This is an optimization exercise on Yosys and OpenROAD, whose aim is small area, not a production implementation. Function was checked by simulation only, so behaviour that the tests miss may differ from the original. The clock input has no modelled driver; a real chip could not lean on it and would need a root buffer or a full tree. Power and IR drop assume default switching activity.

==> v9 <==
==> flow/design.v <==
module crc_check(
input clk,
input rstn,
input start,
input in,
output done,
output crc_ok,
output idle,
output restarted
);
localparam [7:0] R_INV = 8'b1010_1000;
reg  [7:0] rem_r;
wire [7:0] rem = rem_r ^ R_INV;
localparam [5:0] C_INV = 6'b000010;
reg  [5:0] cnt_r;
wire [5:0] cnt = cnt_r ^ C_INV;
wire low_zero = (cnt[4:0] == 5'd0);
wire fb = (cnt[5] ^ cnt[4]) & ~low_zero;
always @(posedge clk)
if (start)
    rem_r <= {7'b0, in} ^ R_INV;
else
    rem_r <= ({rem[6:0], in} ^ (rem[7] ? 8'h07 : 8'h00)) ^ R_INV;
always @(posedge clk or negedge rstn)
if (~rstn)
    cnt_r <= C_INV;
else if (start)
    cnt_r <= 6'b000011 ^ C_INV;
else
    cnt_r <= {cnt[4:0], fb} ^ C_INV;
assign done      = cnt[5] & low_zero;
assign crc_ok    = (rem == 8'd0);
assign idle      = cnt_r[1];
assign restarted = cnt_r[0];
endmodule
module Protocol_analysis(
input sck,
input [40:0] pay_now_n,
input [40:0] pay_old_n,
input crc_bit,
input vld,
input rstn,
output [40:0] payload,
output pvld
);
reg live;
reg pvld_r;
wire done;
wire crc_ok;
wire idle;
wire restarted;
always @(posedge sck)
if (vld)
    live <= ~done;
always @(posedge sck or negedge rstn)
if (!rstn)
    pvld_r <= 1'b0;
else
    pvld_r <= done & crc_ok & (live | vld);
crc_check u_crc_check(
.clk(sck),
.rstn(rstn),
.start(vld),
.in(crc_bit),
.done(done),
.crc_ok(crc_ok),
.idle(idle),
.restarted(restarted)
);
assign payload = ~((pay_old_n | {41{restarted}}) & (pay_now_n | {41{idle}}));
assign pvld    = pvld_r;
endmodule
module Spi_to_pnb_trans(
output sdo
);
assign sdo = 1'b0;
endmodule
module Spi_to_pnb_rev(
input sck,
input cs,
input sdi,
output [40:0] pay_now_n,
output [40:0] pay_old_n,
output crc_bit,
output vld
);
localparam [114:0] S_INV = {{112{1'b1}}, 3'b001};
localparam [5:0]   T_INV = 6'b101010;
reg  [114:0] data_r;
reg  [5:0]   tmr_r;
reg          vld_r;
wire [114:0] s = data_r ^ S_INV;
wire [5:0]   t = tmr_r ^ T_INV;
wire full = &t;
wire [114:0] s_nx = cs ? {s[113:3], 1'b0, s[1], 2'b00}
                       : {s[113:0], sdi};
wire [5:0]   t_nx = cs ? 6'b111110
                       : {t[4:0], (t[5] ^ t[4]) | full};
always @(posedge sck) begin
    data_r <= s_nx ^ S_INV;
    tmr_r  <= t_nx ^ T_INV;
    vld_r  <= (&t_nx) && (s_nx[80:65] == 16'h55ab) && (s_nx[7:0] == 8'haa);
end
assign vld     = vld_r;
assign crc_bit = s[64];
assign pay_now_n = data_r[57:17];
assign pay_old_n = data_r[114:74];
endmodule
module Spi_to_pnb_top(
inter_fpga_comms_cs,
inter_fpga_comms_sdo,
inter_fpga_comms_sck,
rst_n,
inter_fpga_comms_sdi,
payload,
pvld
);
input inter_fpga_comms_cs, inter_fpga_comms_sdo, inter_fpga_comms_sck, rst_n;
output inter_fpga_comms_sdi;
output [40:0] payload;
output pvld;
wire [40:0] pay_now_n;
wire [40:0] pay_old_n;
wire vld;
wire crc_bit;
Spi_to_pnb_rev u_spi_to_pnb_rev(
    .sck(inter_fpga_comms_sck),
    .cs(inter_fpga_comms_cs),
    .sdi(inter_fpga_comms_sdo),
    .pay_now_n(pay_now_n),
    .pay_old_n(pay_old_n),
    .crc_bit(crc_bit),
    .vld(vld)
);
Spi_to_pnb_trans u_spi_to_pnb_trans(
    .sdo(inter_fpga_comms_sdi)
);
Protocol_analysis u_protocol_analysis(
    .sck(inter_fpga_comms_sck),
    .pay_now_n(pay_now_n),
    .pay_old_n(pay_old_n),
    .crc_bit(crc_bit),
    .vld(vld),
    .rstn(rst_n),
    .payload(payload),
    .pvld(pvld)
);
endmodule
==> flow/flow/run.sh <==
#!/bin/bash
# Standard ORFS layout (the standard.sh, unchanged synthesis) with:
#  - port buffers of the smallest buffer cell instead of the default pick,
#  - a clock tree of 12 clkbuf_4 leaf buffers, one per balanced k-means cluster of
#    flip-flops, under one root buffer (flow/my_cts.tcl), in place of
#    TritonCTS; the standard flow's place and route steps run unchanged.
set -euo pipefail
cd "$(dirname "$0")/.."
export BUFFER_PORTS_ARGS="-buffer_cell sky130_fd_sc_hd__buf_1"
bash standard.sh place > flow_place.log 2>&1
PLATFORM_DIR="$FLOW_HOME/platforms/sky130hd" RESULTS_DIR="$PWD/orfs/results/sky130hd/Spi_to_pnb_top/base" \
MYCTS_NLEAF=12 MYCTS_LEAF=sky130_fd_sc_hd__clkbuf_4 MYCTS_ROOT=sky130_fd_sc_hd__clkbuf_2 \
  openroad -no_init -exit flow/my_cts.tcl > flow_cts.log 2>&1
bash standard.sh finish > flow_finish.log 2>&1
==> flow/flow/my_cts.tcl <==
# Clock tree in place of TritonCTS, which always builds a 16-leaf H-tree
# here: one root clock buffer fed by the clock port, driving MYCTS_NLEAF leaf
# clock buffers (MYCTS_LEAF), each placed at the centre of a k-means cluster
# of the flip-flops and driving that cluster's clock pins.  The buffers are
# then legalised, hold is repaired, and the result is written where ORFS's
# cts step leaves it (4_1_cts.odb, 4_cts.sdc), so that the standard flow
# goes on from there.
set platform $::env(PLATFORM_DIR)
set res $::env(RESULTS_DIR)
set nleaf $::env(MYCTS_NLEAF)
set leaf_cell $::env(MYCTS_LEAF)
set root_cell $::env(MYCTS_ROOT)

read_liberty $platform/lib/sky130_fd_sc_hd__tt_025C_1v80.lib
read_db $res/3_place.odb
read_sdc $res/3_place.sdc
source $platform/setRC.tcl

set db [ord::get_db]
set block [ord::get_db_block]
set clk_port [lindex [get_property [lindex [all_clocks] 0] sources] 0]
set clk_name [get_full_name $clk_port]
set clk_net [$block findNet $clk_name]

# sinks: every instance pin on the clock net
set sinks {}
foreach it [$clk_net getITerms] {
  set inst [$it getInst]
  set bb [$inst getBBox]
  set x [expr {([$bb xMin] + [$bb xMax]) / 2.0}]
  set y [expr {([$bb yMin] + [$bb yMax]) / 2.0}]
  lappend sinks [list $it $x $y]
}
set n [llength $sinks]
puts "mycts: $n sinks, $nleaf leaves"

# k-means, seeded by splitting the sinks sorted by x then y
set sorted [lsort -real -index 1 $sinks]
set cent {}
for {set k 0} {$k < $nleaf} {incr k} {
  set i [expr {int(($k + 0.5) * $n / $nleaf)}]
  lappend cent [list [lindex $sorted $i 1] [lindex $sorted $i 2]]
}
for {set iter 0} {$iter < 50} {incr iter} {
  set sx {}; set sy {}; set sc {}
  for {set k 0} {$k < $nleaf} {incr k} { lappend sx 0.0; lappend sy 0.0; lappend sc 0 }
  set assign {}
  foreach s $sinks {
    set best -1; set bd 1e30
    for {set k 0} {$k < $nleaf} {incr k} {
      set dx [expr {[lindex $s 1] - [lindex $cent $k 0]}]
      set dy [expr {[lindex $s 2] - [lindex $cent $k 1]}]
      set d [expr {abs($dx) + abs($dy)}]
      if {$d < $bd} { set bd $d; set best $k }
    }
    lappend assign $best
    lset sx $best [expr {[lindex $sx $best] + [lindex $s 1]}]
    lset sy $best [expr {[lindex $sy $best] + [lindex $s 2]}]
    lset sc $best [expr {[lindex $sc $best] + 1}]
  }
  for {set k 0} {$k < $nleaf} {incr k} {
    if {[lindex $sc $k] > 0} {
      lset cent $k [list [expr {[lindex $sx $k] / [lindex $sc $k]}] [expr {[lindex $sy $k] / [lindex $sc $k]}]]
    }
  }
}

# Balance the clusters: assign sinks to centres in order of distance, each
# centre taking at most cap sinks, then recompute the centres.
set cap [expr {($n + $nleaf - 1) / $nleaf}]
for {set iter 0} {$iter < 10} {incr iter} {
  set pairs {}
  set i 0
  foreach s $sinks {
    for {set k 0} {$k < $nleaf} {incr k} {
      set d [expr {abs([lindex $s 1] - [lindex $cent $k 0]) + abs([lindex $s 2] - [lindex $cent $k 1])}]
      lappend pairs [list $d $i $k]
    }
    incr i
  }
  set pairs [lsort -real -index 0 $pairs]
  set assign [lrepeat $n -1]
  set sc [lrepeat $nleaf 0]
  foreach p $pairs {
    lassign $p d i k
    if {[lindex $assign $i] >= 0} { continue }
    if {[lindex $sc $k] >= $cap} { continue }
    lset assign $i $k
    lset sc $k [expr {[lindex $sc $k] + 1}]
  }
  set sx [lrepeat $nleaf 0.0]; set sy [lrepeat $nleaf 0.0]
  set i 0
  foreach s $sinks {
    set k [lindex $assign $i]
    lset sx $k [expr {[lindex $sx $k] + [lindex $s 1]}]
    lset sy $k [expr {[lindex $sy $k] + [lindex $s 2]}]
    incr i
  }
  for {set k 0} {$k < $nleaf} {incr k} {
    if {[lindex $sc $k] > 0} {
      lset cent $k [list [expr {[lindex $sx $k] / [lindex $sc $k]}] [expr {[lindex $sy $k] / [lindex $sc $k]}]]
    }
  }
}

set leaf_master [$db findMaster $leaf_cell]
set root_master [$db findMaster $root_cell]
set root_net [odb::dbNet_create $block clknet_root]
$root_net setSigType CLOCK
set root [odb::dbInst_create $block $root_master clkbuf_root]
set rx 0.0; set ry 0.0
for {set k 0} {$k < $nleaf} {incr k} {
  set rx [expr {$rx + [lindex $cent $k 0]}]
  set ry [expr {$ry + [lindex $cent $k 1]}]
}
$root setLocation [expr {int($rx / $nleaf)}] [expr {int($ry / $nleaf)}]
$root setPlacementStatus PLACED
[$root findITerm A] connect $clk_net
[$root findITerm X] connect $root_net

for {set k 0} {$k < $nleaf} {incr k} {
  if {[lindex $sc $k] == 0} { continue }
  set net [odb::dbNet_create $block clknet_leaf_$k]
  $net setSigType CLOCK
  set b [odb::dbInst_create $block $leaf_master clkbuf_leaf_$k]
  $b setLocation [expr {int([lindex $cent $k 0])}] [expr {int([lindex $cent $k 1])}]
  $b setPlacementStatus PLACED
  [$b findITerm A] connect $root_net
  [$b findITerm X] connect $net
}
set i 0
foreach s $sinks {
  set k [lindex $assign $i]
  set it [lindex $s 0]
  $it disconnect
  $it connect [$block findNet clknet_leaf_$k]
  incr i
}
for {set k 0} {$k < $nleaf} {incr k} { puts "mycts: leaf $k drives [lindex $sc $k] sinks" }

detailed_placement
check_placement -verbose
set_propagated_clock [all_clocks]
estimate_parasitics -placement
report_clock_skew
report_check_types -max_slew -max_capacitance -violators
repair_timing -hold -hold_margin 0
detailed_placement
check_placement -verbose
estimate_parasitics -placement
report_worst_slack -min
report_worst_slack -max
# worst clock-pin slew of the flip-flops
set worst 0
foreach pin [get_pins -of_objects [get_nets clknet_leaf_*]] {
  if {[get_property $pin direction] != "input"} { continue }
  set s [get_property $pin slew_max]
  if {$s > $worst} { set worst $s }
}
puts "mycts: worst sink slew $worst"
write_db $res/4_1_cts.odb
write_sdc $res/4_cts.sdc
==> flow/standard.sh <==
#!/bin/bash
# synth_recipe.tcl (not shown) runs the flow's synth.tcl, then flattens the netlist and writes it again
# the make line also repeats each setting of config.mk as NAME=value (left out here)
make -C /OpenROAD-flow-scripts/flow DESIGN_CONFIG=/design/flow/config.mk WORK_HOME=/design/flow/orfs CLKGATE_MAP_FILE= SYNTH_SCRIPT=/design/flow/synth_recipe.tcl "${@:-finish}"
==> flow/config.mk <==
export PLATFORM = sky130hd
export DESIGN_NAME = Spi_to_pnb_top
export DESIGN_NICKNAME = Spi_to_pnb_top
export VERILOG_FILES = /design/flow/design.v
export SDC_FILE = /design/flow/constraint.sdc
export NUM_CORES = 4
export LEC_CHECK = 0
export CAP_MARGIN = 20
export CORE_MARGIN = 2
export CORE_UTILIZATION = 75
export SLEW_MARGIN = 20
==> flow/constraint.sdc <==
create_clock -name core_clock -period 10.0 [get_ports {inter_fpga_comms_sck}]
set_input_delay 2.0000 -clock core_clock [delete_from_list [all_inputs] [get_ports {inter_fpga_comms_sck}]]
set_output_delay 2.0000 -clock core_clock [all_outputs]
set_load 0.01 [all_outputs]
==> inputs of v27, as changes to v9 <==
--- a/flow/design.v
+++ b/flow/design.v
@@ -58,3 +58,3 @@
 else
-    pvld_r <= done & crc_ok & (live | vld);
+    pvld_r <= done & live & crc_ok;
 crc_check u_crc_check(
==> flow/flow/run.sh (replaced) <==
#!/bin/bash
# Standard ORFS layout (the standard.sh, unchanged synthesis) with:
#  - port buffers of the smallest buffer cell instead of the default pick,
#  - a clock tree of a few leaf buffers, one per k-means cluster of
#    flip-flops (flow/my_cts.tcl), in place of TritonCTS.
set -euo pipefail
cd "$(dirname "$0")/.."
export BUFFER_PORTS_ARGS="-buffer_cell sky130_fd_sc_hd__buf_1"
bash standard.sh place > flow_place.log 2>&1
PLATFORM_DIR="$FLOW_HOME/platforms/sky130hd" RESULTS_DIR="$PWD/orfs/results/sky130hd/Spi_to_pnb_top/base" \
MYCTS_NLEAF=8 MYCTS_LEAF=sky130_fd_sc_hd__clkbuf_8 MYCTS_ROOT=sky130_fd_sc_hd__clkbuf_2 \
  openroad -no_init -exit flow/my_cts.tcl > flow_cts.log 2>&1
bash standard.sh finish > flow_finish.log 2>&1
--- a/flow/flow/my_cts.tcl
+++ b/flow/flow/my_cts.tcl
@@ -1,8 +1,4 @@
-# Clock tree in place of TritonCTS, which always builds a 16-leaf H-tree
-# here: one root clock buffer fed by the clock port, driving MYCTS_NLEAF leaf
-# clock buffers (MYCTS_LEAF), each placed at the centre of a k-means cluster
-# of the flip-flops and driving that cluster's clock pins.  The buffers are
-# then legalised, hold is repaired, and the result is written where ORFS's
-# cts step leaves it (4_1_cts.odb, 4_cts.sdc), so that the standard flow
-# goes on from there.
+# Clock tree: one root clock buffer fed by the clock port, driving NLEAF leaf
+# clock buffers, each placed at the centre of a k-means cluster of the
+# flip-flops and driving that cluster's clock pins.
 set platform $::env(PLATFORM_DIR)
@@ -67,40 +63,2 @@
 
-# Balance the clusters: assign sinks to centres in order of distance, each
-# centre taking at most cap sinks, then recompute the centres.
-set cap [expr {($n + $nleaf - 1) / $nleaf}]
-for {set iter 0} {$iter < 10} {incr iter} {
-  set pairs {}
-  set i 0
-  foreach s $sinks {
-    for {set k 0} {$k < $nleaf} {incr k} {
-      set d [expr {abs([lindex $s 1] - [lindex $cent $k 0]) + abs([lindex $s 2] - [lindex $cent $k 1])}]
-      lappend pairs [list $d $i $k]
-    }
-    incr i
-  }
-  set pairs [lsort -real -index 0 $pairs]
-  set assign [lrepeat $n -1]
-  set sc [lrepeat $nleaf 0]
-  foreach p $pairs {
-    lassign $p d i k
-    if {[lindex $assign $i] >= 0} { continue }
-    if {[lindex $sc $k] >= $cap} { continue }
-    lset assign $i $k
-    lset sc $k [expr {[lindex $sc $k] + 1}]
-  }
-  set sx [lrepeat $nleaf 0.0]; set sy [lrepeat $nleaf 0.0]
-  set i 0
-  foreach s $sinks {
-    set k [lindex $assign $i]
-    lset sx $k [expr {[lindex $sx $k] + [lindex $s 1]}]
-    lset sy $k [expr {[lindex $sy $k] + [lindex $s 2]}]
-    incr i
-  }
-  for {set k 0} {$k < $nleaf} {incr k} {
-    if {[lindex $sc $k] > 0} {
-      lset cent $k [list [expr {[lindex $sx $k] / [lindex $sc $k]}] [expr {[lindex $sy $k] / [lindex $sc $k]}]]
-    }
-  }
-}
-
 set leaf_master [$db findMaster $leaf_cell]
@@ -121,3 +79,2 @@
 for {set k 0} {$k < $nleaf} {incr k} {
-  if {[lindex $sc $k] == 0} { continue }
   set net [odb::dbNet_create $block clknet_leaf_$k]
==> inputs of v13, as changes to v9 <==
==> flow/flow/run.sh (replaced) <==
#!/bin/bash
# Standard ORFS layout (the standard.sh, unchanged synthesis) with:
#  - port buffers of the smallest buffer cell instead of the default pick,
#  - clock tree built from small clock buffers, without dummy load cells.
set -euo pipefail
cd "$(dirname "$0")/.."
export BUFFER_PORTS_ARGS="-buffer_cell sky130_fd_sc_hd__buf_1"
export CTS_ARGS="-sink_clustering_enable -repair_clock_nets -dont_use_dummy_load -sink_buffer_max_cap_derate 1.0 -buf_list {sky130_fd_sc_hd__clkbuf_1 sky130_fd_sc_hd__clkbuf_2 sky130_fd_sc_hd__clkbuf_4}"
bash standard.sh > flow_standard.log 2>&1
removed: flow/flow/my_cts.tcl
==> inputs of v10, as changes to v9 <==
--- a/flow/flow/run.sh
+++ b/flow/flow/run.sh
@@ -3,3 +3,3 @@
 #  - port buffers of the smallest buffer cell instead of the default pick,
-#  - a clock tree of 12 clkbuf_4 leaf buffers, one per balanced k-means cluster of
+#  - a clock tree of 13 clkbuf_4 leaf buffers, one per balanced k-means cluster of
 #    flip-flops, under one root buffer (flow/my_cts.tcl), in place of
@@ -11,3 +11,3 @@
 PLATFORM_DIR="$FLOW_HOME/platforms/sky130hd" RESULTS_DIR="$PWD/orfs/results/sky130hd/Spi_to_pnb_top/base" \
-MYCTS_NLEAF=12 MYCTS_LEAF=sky130_fd_sc_hd__clkbuf_4 MYCTS_ROOT=sky130_fd_sc_hd__clkbuf_2 \
+MYCTS_NLEAF=13 MYCTS_LEAF=sky130_fd_sc_hd__clkbuf_4 MYCTS_ROOT=sky130_fd_sc_hd__clkbuf_2 \
   openroad -no_init -exit flow/my_cts.tcl > flow_cts.log 2>&1
==> qor.yml <==
outcome:
  outcome: "no timing/DRC/antenna violations"
finish:
  multiInputCombCellCount: 90
  seq_area_share_pct: 75.28
  finalNonFillerCells: 336
  multi_input_area_share_pct: 15.06
  area_growth_pct: 8.872
grt:
  gr-usage-met2_pct: 37.35
  grt_pass1_wl_um: 8901
  grt.total_usage_pct: 21.82
power:
  p_sw_share_pct: 18.88
  clkPwrFrac_pct: 27.7
  power.total_uw: 778.8
  ir_worst_vdd_v: 0.0001359
detailed_routing:
  routed-wl-met3_um: 243
synthesis:
  synth-simple-area-share_pct: 7.448
  synth_nets: 246
critical_path:
  critical_path.max_stage_delay_ns: 1.06
timing:
  fmax_mhz: 250.6
  relSlewSlack_pct: 47.30
floorplanning:
  die_h_um: 71.60
place:
  place_inst: 327
worst_hold_path:
  hp-start: "u_spi_to_pnb_rev.data_r[7]"
That was v27.
==> qor.yml <==
power:
  power.total_uw: 768.1
  ir_worst_vdd_v: 0.0001719
  p_sw_share_pct: 19.26
  clkPwrFrac_pct: 26.7
grt:
  gr-usage-met2_pct: 34.26
  grt.total_usage_pct: 20.45
  grt_pass1_wl_um: 8424
critical_path:
  rrSetupSlack_ns: 7.96
  critical_path.max_stage_delay_ns: 1.06
finish:
  area_growth_pct: 8.504
  seq_area_share_pct: 75.51
  largest_register_ffs: 115
  multiInputCombCellCount: 89
  finalNonFillerCells: 340
outcome:
  outcome: "no timing/DRC/antenna violations"
synthesis:
  synth_nets: 245
  synth-simple-area-share_pct: 7.226
timing:
  fmax_mhz: 248.4
floorplanning:
  die_h_um: 71.61
detailed_routing:
  routed-wl-met3_um: 242
worst_hold_path:
  hp-start: "u_spi_to_pnb_rev.data_r[59]"
That was v10.
==> qor.yml <==
outcome:
  outcome: "no timing/DRC/antenna violations"
place:
  place_inst: 326
finish:
  multi_input_area_share_pct: 15.17
  area_growth_pct: 8.285
  finalNonFillerCells: 339
grt:
  grt_pass1_wl_um: 8349
timing:
  relSlewSlack_pct: 49.69
power:
  ir_worst_vdd_v: 0.0001488
  clkPwrFrac_pct: 26.1
  p_sw_share_pct: 19.19
floorplanning:
  die_h_um: 71.61
worst_hold_path:
  hp-start: "u_spi_to_pnb_rev.data_r[13]"
synthesis:
  synth_nets: 245
critical_path:
  critical_path.max_stage_delay_ns: 1.05
That was v9.
==> qor.yml <==
outcome:
  outcome: "no timing/DRC/antenna violations"
timing:
  relSlewSlack_pct: 48.23
  fmax_mhz: 230.3
critical_path:
  critical_path.max_stage_delay_ns: 1.06
worst_hold_path:
  hp-start: "u_spi_to_pnb_rev.data_r[7]"
synthesis:
  synth_nets: 245
power:
  p_sw_share_pct: 19.33
  ir_worst_vdd_v: 0.0001672
  clkPwrFrac_pct: 28.2
floorplanning:
  die_h_um: 71.61
grt:
  grt_pass1_wl_um: 8376
  grt.total_usage_pct: 22.43
place:
  place_inst: 326
finish:
  multiInputCombCellCount: 89
  multi_input_area_share_pct: 15.05
That was v13.
In v9, v27 and v10 the design's own scripts or RTL, not TritonCTS, make the clock network.

[what the ideal ports hide]
The results above use ideal ports. As a check the final layouts listed here were re-extracted and re-timed, cells and wires unchanged.
Step 1 sets driving cells, clkbuf_16 on the clock port and buf_2 on the other inputs (assumed; they add their load-dependent delay and slew).
Step 2 adds t to the input delays and takes it off the output delays; t is the mean of the earliest and latest rising clock arrival at the registers after step 1. Input paths then give back, and output paths get back, about the clock's delay inside the block.
Slacks: ideal / step 1 / step 2; pairs: ideal / step 1.
run | t, ns | setup WS [ns] | worst register clock-pin slew, ns | worst slew at a driven data input, ns
v9 | 0.577 | 6.015 / 5.989 / 6.565 | 0.12 / 0.12 | 0.03
v27 | 0.543 | 6.009 / 5.987 / 6.530 | 0.12 / 0.12 | 0.04
v13 | 0.932 | 5.659 / 5.631 / 6.564 | 0.11 / 0.11 | 0.03
v10 | 0.591 | 5.975 / 5.952 / 6.542 | 0.11 / 0.11 | 0.03
After both steps setup and hold are still met in every run listed.
